This is an optimization exercise on Yosys and OpenROAD, whose aim is small area, not a production implementation. Only simulation tests tie the RTL to the original design; equivalence was not proved. No activity file was given, so power comes from the tool's default toggle rates.

==> try-quartz <==
==> flow/design.v (excerpt) <==
module sev_seg_dis(
    input rst,
    input btnU,
    input btnC,
    input btnD,
    input clk,
    input btnL,
    input btnR,
    output reg [6:0] seg,
    output [3:0] an,
    output [15:0] led
    );
Settings: LEC_CHECK=0, CAP_MARGIN=20, CORE_MARGIN=2, CORE_UTILIZATION=40, CTS_BUF_LIST=sky130_fd_sc_hd__clkbuf_8, SLEW_MARGIN=20; clock period 15.0 ns.
standard.sh (not shown) runs the stock make flow with config.mk's settings and CLKGATE_MAP_FILE= SYNTH_SCRIPT=/design/flow/synth_recipe.tcl, a recipe that flattens the netlist after the stock synthesis.
==> flow/flow/run.sh <==
#!/bin/bash
# Own layout flow: the standard flow, except that synthesis maps the logic
# for area: no full-adder extraction or Kogge-Stone carry chains, and ABC runs
# an area script (&deepsyn, then area-oriented mapping) from four random seeds,
# keeping the smallest result. Registers are untouched, so they keep the
# standard synthesis's names and cell types. Port buffers are buf_1 cells.
# Every tool's output goes to a log in this folder (flow_make.log and the ORFS
# logs under orfs/logs/).
set -euo pipefail
W=$(pwd)
F=$W/flow

for s in 0 1 2 3; do
  sed "s/&deepsyn \(.*\)/\&deepsyn \1 -S $s/" "$F/abc_area.script" > "$W/abc_seed$s.script"
done

# synthesis body: ORFS's synth.tcl with the changes above
python3 - "$FLOW_HOME/scripts/synth.tcl" "$W/synth_body.tcl" "$W" <<'PY'
import sys
src, dst, w = sys.argv[1:4]
t = open(src).read()
a = '"-extra-map $::env(FLOW_HOME)/platforms/common/lcu_kogge_stone.v"'
assert t.count(a) == 1
t = t.replace(a, '""')
a = "if {\n  [env_var_exists_and_non_empty ADDER_MAP_FILE] &&"
assert t.count(a) == 1
t = t.replace(a, "if {\n  0 && [env_var_exists_and_non_empty ADDER_MAP_FILE] &&")
a = "  log_cmd abc {*}$abc_args\n"
assert t.count(a) == 1
t = t.replace(a, """  design -save my_pre_abc
  set my_best -1
  foreach my_seed {0 1 2 3} {
    design -load my_pre_abc
    log_cmd abc {*}[lreplace $abc_args 1 1 "%s/abc_seed${my_seed}.script"]
    set my_stat [tee -q -s result.string stat {*}$lib_args]
    if {![regexp {Chip area for module [^:]*: ([0-9.]+)} $my_stat -> my_area]} {
      error "no area in stat output"
    }
    puts "abc seed $my_seed: area $my_area"
    if {$my_best < 0 || $my_area < $my_best} {
      set my_best $my_area
      design -save my_best_abc
    }
  }
  design -load my_best_abc
  puts "abc: kept area $my_best"
""" % w)
open(dst, "w").write(t)
PY
sed "s#source \$::env(SCRIPTS_DIR)/synth.tcl#source {$W/synth_body.tcl}#" synth_recipe.tcl > my_synth.tcl
grep -q "synth_body.tcl" my_synth.tcl
sed "s#SYNTH_SCRIPT=[^ ]*#SYNTH_SCRIPT=$W/my_synth.tcl#" standard.sh > my_standard.sh
grep -q "SYNTH_SCRIPT=$W/my_synth.tcl" my_standard.sh

bash my_standard.sh BUFFER_PORTS_ARGS="-buffer_cell sky130_fd_sc_hd__buf_1" finish > flow_make.log 2>&1
==> flow/flow/abc_area.script <==
strash
&get -n
&st
&deepsyn -J 20 -T 200
&dch -f
&nf -a -R 1000
&put
==> try-harbor: changes against try-quartz <==
--- a/flow/design.v
+++ b/flow/design.v
@@ -11,14 +11,15 @@
     output [3:0] an,
     output [15:0] led
     );
     reg [4:0] seg_0, seg_1, seg_2, seg_3;
     reg [6:0] cp;
     reg [8:0] q;
     reg       f;
+    reg       jr;
     reg       fe;
     reg [9:0] ml;
     reg [3:0] r;
     reg [3:0] e;
     reg [3:0] v0, v1, v2, v3;
     reg [1:0] ds;
     reg [1:0] sn;
@@ -206,16 +207,16 @@
     wire ra_34s = ra_24c ^ ra_25s ^ ra_26s;
     wire ra_35s = ra_27s ^ ra_28s ^ ra_29s;
     wire ra_36s = ra_30s ^ ra_31s ^ ra_32s;
     wire ra_37s = ra_33s ^ ra_34s ^ ra_35s;
     wire ra_38s = ra_36s ^ ra_37s;
     wire [3:0] rn = {ra_38s, ra_24s, ra_12s, ra_4s};
     wire ds3 = ds == 2'd3;
-    wire low = v3 == 4'd0 && v2 == 4'd0 && v0[2:0] == 3'd4;
-    wire sc7  = ds3 ? &v3[2:0] : low && v1 == 4'd0;
+    wire low = v3 == 4'd0 && v2 == 4'd0 && v0 == 4'd4;
+    wire sc7  = ds3 ? v3 == 4'd7 : low && v1 == 4'd0;
     wire sc17 = !ds3 && low && v1 == 4'd1;
     wire sc27 = !ds3 && low && v1 == 4'd2;
     reg  mt;
     always @(*) begin
         case (sn)
             2'd0: mt = ml[9:8] == 2'b11 && !ml[0];
             2'd1: mt = ml[9:8] == 2'b10 &&  ml[0];
@@ -236,28 +237,24 @@
             default: hit = 1'b0;
         endcase
     end
     wire lose = (hit && !s3b[4]) || ds == 2'd1;
     wire n0 = v0[3] & v0[0];
     wire n1 = v1[3] & v1[0];
     wire n2 = v2[3] & v2[0];
-    wire wrap = v3[3] & v2[0] & n1 & v0[0];
+    wire wrap = v3[3] & ~v2[3] & ~v2[2] & ~v2[1] & v2[0] & n1 & ~v0[3] & ~v0[2] & ~v0[1] & v0[0];
     wire i1 = n0;
     wire i2 = n0 & n1;
     wire i3 = n0 & n1 & n2;
-    wire [3:0] v0i = {((v0[3] & ~v0[0]) | (v0[2] & v0[1] & v0[0])) & ~wrap, v0[2] ^ (v0[1] & v0[0]), (v0[1] ^ v0[0]) & ~v0[3] & ~wrap, ~v0[0]};
-    wire [3:0] v1n = !i1 ? v1 : {(v1[3] & ~v1[0]) | (v1[2] & v1[1] & v1[0]), v1[2] ^ (v1[1] & v1[0]), (v1[1] ^ v1[0]) & ~v1[3], ~v1[0]};
-    wire [3:0] v1i = {v1n[3] & ~wrap, v1n[2:1], v1n[0] & ~wrap};
-    wire [3:0] v2n = !i2 ? v2 : {(v2[3] & ~v2[0]) | (v2[2] & v2[1] & v2[0]), v2[2] ^ (v2[1] & v2[0]), (v2[1] ^ v2[0]) & ~v2[3], ~v2[0]};
-    wire [3:0] v2i = {v2n[3] & ~wrap, v2n[2:1], v2n[0] & ~wrap};
-    wire [3:0] v3n = !i3 ? v3 : v3 + 4'd1;
-    wire [3:0] v3i = {v3n[3] & ~wrap, v3n[2:0]};
+    wire [3:0] v0i = wrap ? 4'd0 : {(v0[3] & ~v0[0]) | (v0[2] & v0[1] & v0[0]), v0[2] ^ (v0[1] & v0[0]), (v0[1] ^ v0[0]) & ~v0[3], ~v0[0]};
+    wire [3:0] v1i = wrap ? 4'd0 : !i1 ? v1 : {(v1[3] & ~v1[0]) | (v1[2] & v1[1] & v1[0]), v1[2] ^ (v1[1] & v1[0]), (v1[1] ^ v1[0]) & ~v1[3], ~v1[0]};
+    wire [3:0] v2i = wrap ? 4'd0 : !i2 ? v2 : {(v2[3] & ~v2[0]) | (v2[2] & v2[1] & v2[0]), v2[2] ^ (v2[1] & v2[0]), (v2[1] ^ v2[0]) & ~v2[3], ~v2[0]};
+    wire [3:0] v3i = wrap ? 4'd0 : !i3 ? v3 : v3 + 4'd1;
     wire [1:0] sp = cp[6:5];
-    wire jr0 = fe & ~|c;
-    wire [4:0] dsel = jr0 ? 5'd0 :
+    wire [4:0] dsel = jr ? 5'd0 :
                       sp == 2'd0 ? seg_0 :
                       sp == 2'd1 ? seg_1 :
                       sp == 2'd2 ? seg_2 : seg_3;
     always @(*) begin
         case (dsel)
             0:  seg = 7'b1111110;
             1:  seg = 7'b0111111;
@@ -290,26 +287,23 @@
             28: seg = 7'b0000000;
             29: seg = 7'b0011000;
             default: seg = 7'b1111111;
         endcase
     end
     assign an = {s != 2'd3, s != 2'd2, s != 2'd1, s != 2'd0};
     wire [3:0] lk = q[8:5];
-    wire [2:0] ka = lk[2:0];
-    wire [2:0] kt = lk[3] ? ~ka - 3'd1 : ka;
-    wire       kz = lk == 4'd0;
     wire [7:0] l;
-    assign l[0] = kz | (lk[3] & ka[2] & ka[1]);
-    assign l[1] = kz | (kt == 3'd1);
-    assign l[2] = kz | (kt == 3'd2);
-    assign l[3] = kz | (kt == 3'd3);
-    assign l[4] = kz | (kt == 3'd4);
-    assign l[5] = kz | (kt == 3'd5);
-    assign l[6] = kz | (kt == 3'd6);
-    assign l[7] = kz | (lk == 4'd7);
+    assign l[0] = lk == 4'd0 || lk == 4'd14 || lk == 4'd15;
+    assign l[1] = lk == 4'd0 || lk == 4'd1 || lk == 4'd13;
+    assign l[2] = lk == 4'd0 || lk == 4'd2 || lk == 4'd12;
+    assign l[3] = lk == 4'd0 || lk == 4'd3 || lk == 4'd11;
+    assign l[4] = lk == 4'd0 || lk == 4'd4 || lk == 4'd10;
+    assign l[5] = lk == 4'd0 || lk == 4'd5 || lk == 4'd9;
+    assign l[6] = lk == 4'd0 || lk == 4'd6 || lk == 4'd8;
+    assign l[7] = lk == 4'd0 || lk == 4'd7;
     assign led = {l[0], l[1], l[2], l[3], l[4], l[5], l[6], l[7],
                   l[7], l[6], l[5], l[4], l[3], l[2], l[1], l[0]};
     always @(posedge clk) begin
         if (rst) begin
             seg_3 <= 5'd1;
             cp <= 7'd127;
             fe <= 1'b1;
@@ -317,25 +311,25 @@
             r <= 4'd0;
             e <= 4'd1;
             prev <= 4'd0;
         end else begin
             seg_3 <= s3n;
             cp <= c;
             fe <= fe & ~(c[6] & c[0]);
-            ml[0] <= btnC | (~ev & mli[0]);
+            ml <= btnC ? 10'd1 : ev ? 10'd0 : mli;
             r <= rn;
             e <= en;
             prev[0] <= btnU;
             prev[1] <= btnD & (prev[1] | ~eU);
             prev[2] <= btnL & (prev[2] | ~(eU | eD));
             prev[3] <= btnR & (prev[3] | ~(eU | eD | eL));
         end
         q <= {k[8:6] | {3{rst}}, k[5:0]};
         f <= clr;
-        ml[9:1] <= (clr | ev) ? 9'd0 : mli[9:1];
+        jr <= rst;
         seg_0 <= {seg_0[4] | clr, s0b};
         seg_1 <= {seg_1[4] | clr, s1b};
         seg_2 <= {seg_2[4] | clr, s2b};
         sn <= clr ? 2'd0 : sc7 ? 2'd1 : sc17 ? 2'd2 : sc27 ? 2'd3 : sn;
         if (clr) begin
             v3 <= 4'd8; v2 <= 4'd1; v1 <= 4'd8; v0 <= 4'd9;
             ds <= 2'd0;
==> flow/flow/run.sh (replaced) <==
#!/bin/bash
# Own layout flow: the standard flow, except that synthesis maps the logic
# for area (no full-adder extraction or Kogge-Stone carry chains, and an ABC
# script with &deepsyn and area-oriented mapping). Registers are untouched, so
# they keep the standard synthesis's names and cell types. Every tool's output
# goes to a log in this folder (orfs/logs/... and the *.log files here).
set -euo pipefail
W=$(pwd)
F=$W/flow

# synthesis body: ORFS's synth.tcl with the two changes above
python3 - "$FLOW_HOME/scripts/synth.tcl" "$W/synth_body.tcl" "$F/abc_area.script" <<'PY'
import sys
src, dst, scr = sys.argv[1:4]
t = open(src).read()
a = '"-extra-map $::env(FLOW_HOME)/platforms/common/lcu_kogge_stone.v"'
assert t.count(a) == 1
t = t.replace(a, '""')
a = "if {\n  [env_var_exists_and_non_empty ADDER_MAP_FILE] &&"
assert t.count(a) == 1
t = t.replace(a, "if {\n  0 && [env_var_exists_and_non_empty ADDER_MAP_FILE] &&")
a = "  log_cmd abc {*}$abc_args\n"
assert t.count(a) == 1
t = t.replace(a, "  set abc_args [lreplace $abc_args 1 1 {%s}]\n" % scr + a)
open(dst, "w").write(t)
PY
sed "s#source \$::env(SCRIPTS_DIR)/synth.tcl#source {$W/synth_body.tcl}#" synth_recipe.tcl > my_synth.tcl
grep -q "synth_body.tcl" my_synth.tcl
sed "s#SYNTH_SCRIPT=[^ ]*#SYNTH_SCRIPT=$W/my_synth.tcl#" standard.sh > my_standard.sh
grep -q "SYNTH_SCRIPT=$W/my_synth.tcl" my_standard.sh

bash my_standard.sh BUFFER_PORTS_ARGS="-buffer_cell sky130_fd_sc_hd__buf_1" finish > flow_make.log 2>&1
==> try-garnet: changes against try-quartz <==
--- a/flow/design.v
+++ b/flow/design.v
@@ -240,21 +240,18 @@
     wire n0 = v0[3] & v0[0];
     wire n1 = v1[3] & v1[0];
     wire n2 = v2[3] & v2[0];
     wire wrap = v3[3] & v2[0] & n1 & v0[0];
     wire i1 = n0;
     wire i2 = n0 & n1;
     wire i3 = n0 & n1 & n2;
-    wire [3:0] v0i = {((v0[3] & ~v0[0]) | (v0[2] & v0[1] & v0[0])) & ~wrap, v0[2] ^ (v0[1] & v0[0]), (v0[1] ^ v0[0]) & ~v0[3] & ~wrap, ~v0[0]};
-    wire [3:0] v1n = !i1 ? v1 : {(v1[3] & ~v1[0]) | (v1[2] & v1[1] & v1[0]), v1[2] ^ (v1[1] & v1[0]), (v1[1] ^ v1[0]) & ~v1[3], ~v1[0]};
-    wire [3:0] v1i = {v1n[3] & ~wrap, v1n[2:1], v1n[0] & ~wrap};
-    wire [3:0] v2n = !i2 ? v2 : {(v2[3] & ~v2[0]) | (v2[2] & v2[1] & v2[0]), v2[2] ^ (v2[1] & v2[0]), (v2[1] ^ v2[0]) & ~v2[3], ~v2[0]};
-    wire [3:0] v2i = {v2n[3] & ~wrap, v2n[2:1], v2n[0] & ~wrap};
-    wire [3:0] v3n = !i3 ? v3 : v3 + 4'd1;
-    wire [3:0] v3i = {v3n[3] & ~wrap, v3n[2:0]};
+    wire [3:0] v0i = wrap ? 4'd0 : {(v0[3] & ~v0[0]) | (v0[2] & v0[1] & v0[0]), v0[2] ^ (v0[1] & v0[0]), (v0[1] ^ v0[0]) & ~v0[3], ~v0[0]};
+    wire [3:0] v1i = wrap ? 4'd0 : !i1 ? v1 : {(v1[3] & ~v1[0]) | (v1[2] & v1[1] & v1[0]), v1[2] ^ (v1[1] & v1[0]), (v1[1] ^ v1[0]) & ~v1[3], ~v1[0]};
+    wire [3:0] v2i = wrap ? 4'd0 : !i2 ? v2 : {(v2[3] & ~v2[0]) | (v2[2] & v2[1] & v2[0]), v2[2] ^ (v2[1] & v2[0]), (v2[1] ^ v2[0]) & ~v2[3], ~v2[0]};
+    wire [3:0] v3i = wrap ? 4'd0 : !i3 ? v3 : v3 + 4'd1;
     wire [1:0] sp = cp[6:5];
     wire jr0 = fe & ~|c;
     wire [4:0] dsel = jr0 ? 5'd0 :
                       sp == 2'd0 ? seg_0 :
                       sp == 2'd1 ? seg_1 :
                       sp == 2'd2 ? seg_2 : seg_3;
     always @(*) begin
@@ -290,26 +287,23 @@
             28: seg = 7'b0000000;
             29: seg = 7'b0011000;
             default: seg = 7'b1111111;
         endcase
     end
     assign an = {s != 2'd3, s != 2'd2, s != 2'd1, s != 2'd0};
     wire [3:0] lk = q[8:5];
-    wire [2:0] ka = lk[2:0];
-    wire [2:0] kt = lk[3] ? ~ka - 3'd1 : ka;
-    wire       kz = lk == 4'd0;
     wire [7:0] l;
-    assign l[0] = kz | (lk[3] & ka[2] & ka[1]);
-    assign l[1] = kz | (kt == 3'd1);
-    assign l[2] = kz | (kt == 3'd2);
-    assign l[3] = kz | (kt == 3'd3);
-    assign l[4] = kz | (kt == 3'd4);
-    assign l[5] = kz | (kt == 3'd5);
-    assign l[6] = kz | (kt == 3'd6);
-    assign l[7] = kz | (lk == 4'd7);
+    assign l[0] = lk == 4'd0 || lk == 4'd14 || lk == 4'd15;
+    assign l[1] = lk == 4'd0 || lk == 4'd1 || lk == 4'd13;
+    assign l[2] = lk == 4'd0 || lk == 4'd2 || lk == 4'd12;
+    assign l[3] = lk == 4'd0 || lk == 4'd3 || lk == 4'd11;
+    assign l[4] = lk == 4'd0 || lk == 4'd4 || lk == 4'd10;
+    assign l[5] = lk == 4'd0 || lk == 4'd5 || lk == 4'd9;
+    assign l[6] = lk == 4'd0 || lk == 4'd6 || lk == 4'd8;
+    assign l[7] = lk == 4'd0 || lk == 4'd7;
     assign led = {l[0], l[1], l[2], l[3], l[4], l[5], l[6], l[7],
                   l[7], l[6], l[5], l[4], l[3], l[2], l[1], l[0]};
     always @(posedge clk) begin
         if (rst) begin
             seg_3 <= 5'd1;
             cp <= 7'd127;
             fe <= 1'b1;
==> flow/flow/run.sh (replaced) <==
#!/bin/bash
# Own layout flow: the standard flow, except that synthesis maps the logic
# for area (no full-adder extraction or Kogge-Stone carry chains, and an ABC
# script with &deepsyn and area-oriented mapping). Registers are untouched, so
# they keep the standard synthesis's names and cell types. Every tool's output
# goes to a log in this folder (orfs/logs/... and the *.log files here).
set -euo pipefail
W=$(pwd)
F=$W/flow

# synthesis body: ORFS's synth.tcl with the two changes above
python3 - "$FLOW_HOME/scripts/synth.tcl" "$W/synth_body.tcl" "$F/abc_area.script" <<'PY'
import sys
src, dst, scr = sys.argv[1:4]
t = open(src).read()
a = '"-extra-map $::env(FLOW_HOME)/platforms/common/lcu_kogge_stone.v"'
assert t.count(a) == 1
t = t.replace(a, '""')
a = "if {\n  [env_var_exists_and_non_empty ADDER_MAP_FILE] &&"
assert t.count(a) == 1
t = t.replace(a, "if {\n  0 && [env_var_exists_and_non_empty ADDER_MAP_FILE] &&")
a = "  log_cmd abc {*}$abc_args\n"
assert t.count(a) == 1
t = t.replace(a, "  set abc_args [lreplace $abc_args 1 1 {%s}]\n" % scr + a)
open(dst, "w").write(t)
PY
sed "s#source \$::env(SCRIPTS_DIR)/synth.tcl#source {$W/synth_body.tcl}#" synth_recipe.tcl > my_synth.tcl
grep -q "synth_body.tcl" my_synth.tcl
sed "s#SYNTH_SCRIPT=[^ ]*#SYNTH_SCRIPT=$W/my_synth.tcl#" standard.sh > my_standard.sh
grep -q "SYNTH_SCRIPT=$W/my_synth.tcl" my_standard.sh

bash my_standard.sh CTS_ARGS="-sink_clustering_enable -repair_clock_nets -buf_list sky130_fd_sc_hd__clkbuf_16 -sink_clustering_size 40 -sink_clustering_max_diameter 200 -sink_buffer_max_cap_derate 1.0 -sink_clustering_levels 1" BUFFER_PORTS_ARGS="-buffer_cell sky130_fd_sc_hd__buf_1" finish > flow_make.log 2>&1
==> comparison table <==
Synthesized-area fraction occupied by ao, oa, aoi and oai cells: try-harbor 0.229; try-quartz 0.239; try-garnet 0.213
Via count of the first global-routing pass: try-harbor 4787; try-quartz 4691; try-garnet 4871
P_int: try-harbor 0.000653 W; try-quartz 0.000720 W; try-garnet 0.000759 W
Util after Layout: try-harbor 0.451; try-quartz 0.452; try-garnet 0.455
Chip height: try-harbor 119 um; try-quartz 118 um; try-garnet 118 um
Clock insertion delay at the later pin of the skew report: try-harbor 0.37 ns; try-quartz 0.38 ns; try-garnet 0.35 ns
Sequential share of cell area: try-harbor 0.283; try-quartz 0.280; try-garnet 0.279
Avg WL per Cell: try-harbor 15.3 um; try-quartz 15.4 um; try-garnet 15.3 um
First-pass DRT Iterations: try-harbor 7; try-quartz 5; try-garnet 7
P_comb: try-harbor 0.000846 W; try-quartz 0.000958 W; try-garnet 0.000951 W
Top-area cell type share of the netlist area: try-harbor 0.308; try-quartz 0.307; try-garnet 0.310
Required time of the critical path: try-harbor 15.26 ns; try-quartz 15.25 ns; try-garnet 15.25 ns
Final worst setup slack: try-harbor 7.03 ns; try-quartz 6.88 ns; try-garnet 7.65 ns
Run status: try-harbor complete, no violations; try-quartz complete, no violations; try-garnet complete, no violations
Number of flip-flops and latches: try-harbor 81; try-quartz 80; try-garnet 80
Area after detailed placement: try-harbor 5550 um2; try-quartz 5530 um2; try-garnet 5480 um2
Worst reg2reg setup slack: try-harbor 9.64 ns; try-quartz 9.66 ns; try-garnet 9.76 ns
Relative area of clock buffers and inverters in the final design: try-harbor 0.0316; try-quartz 0.0336; try-garnet 0.0462
Global-route wire length before repair: try-harbor 23300 um; try-quartz 22800 um; try-garnet 23600 um
Rel. slew slack: try-harbor 0.508; try-quartz 0.369; try-garnet 0.369
Combinational power share: try-harbor 0.673; try-quartz 0.694; try-garnet 0.672
Share of the final layout cell area in multi-input gates: try-harbor 0.608; try-quartz 0.612; try-garnet 0.595
Seq. cell area: try-harbor 1620 um2; try-quartz 1600 um2; try-garnet 1600 um2

## what the ideal ports hide
No port has a modelled driver above. Below, the same layouts with a new extraction and two added sets of constraints.
Step 1, drivers: a clkbuf_16 drives clk and a buf_2 each remaining input, both assumed.
Step 2 also shifts input and output timing later by t, the mid clock arrival at the registers, as if the neighbouring blocks saw the same clock.
a / b / c = ideal / step 1 / step 2; a / b = the first two.
run | t, ns | setup slack, ns | latest minus earliest clock arrival (ns) | worst data-port slew with drivers (ns) | pins driven straight from the clock port
try-quartz | 0.406 | 6.884 / 6.901 / 6.494 | 0.015 / 0.015 | 0.03 | 1
try-harbor | 0.400 | 7.029 / 7.040 / 6.640 | 0.016 / 0.016 | 0.03 | 1
try-garnet | 0.382 | 7.652 / 7.668 / 7.286 | 0.009 / 0.009 | 0.03 | 1
After both steps every run listed still meets setup and hold. The setup slack of try-quartz, which loses most, moves by +0.017 ns with the drivers and by -0.390 ns with both steps.
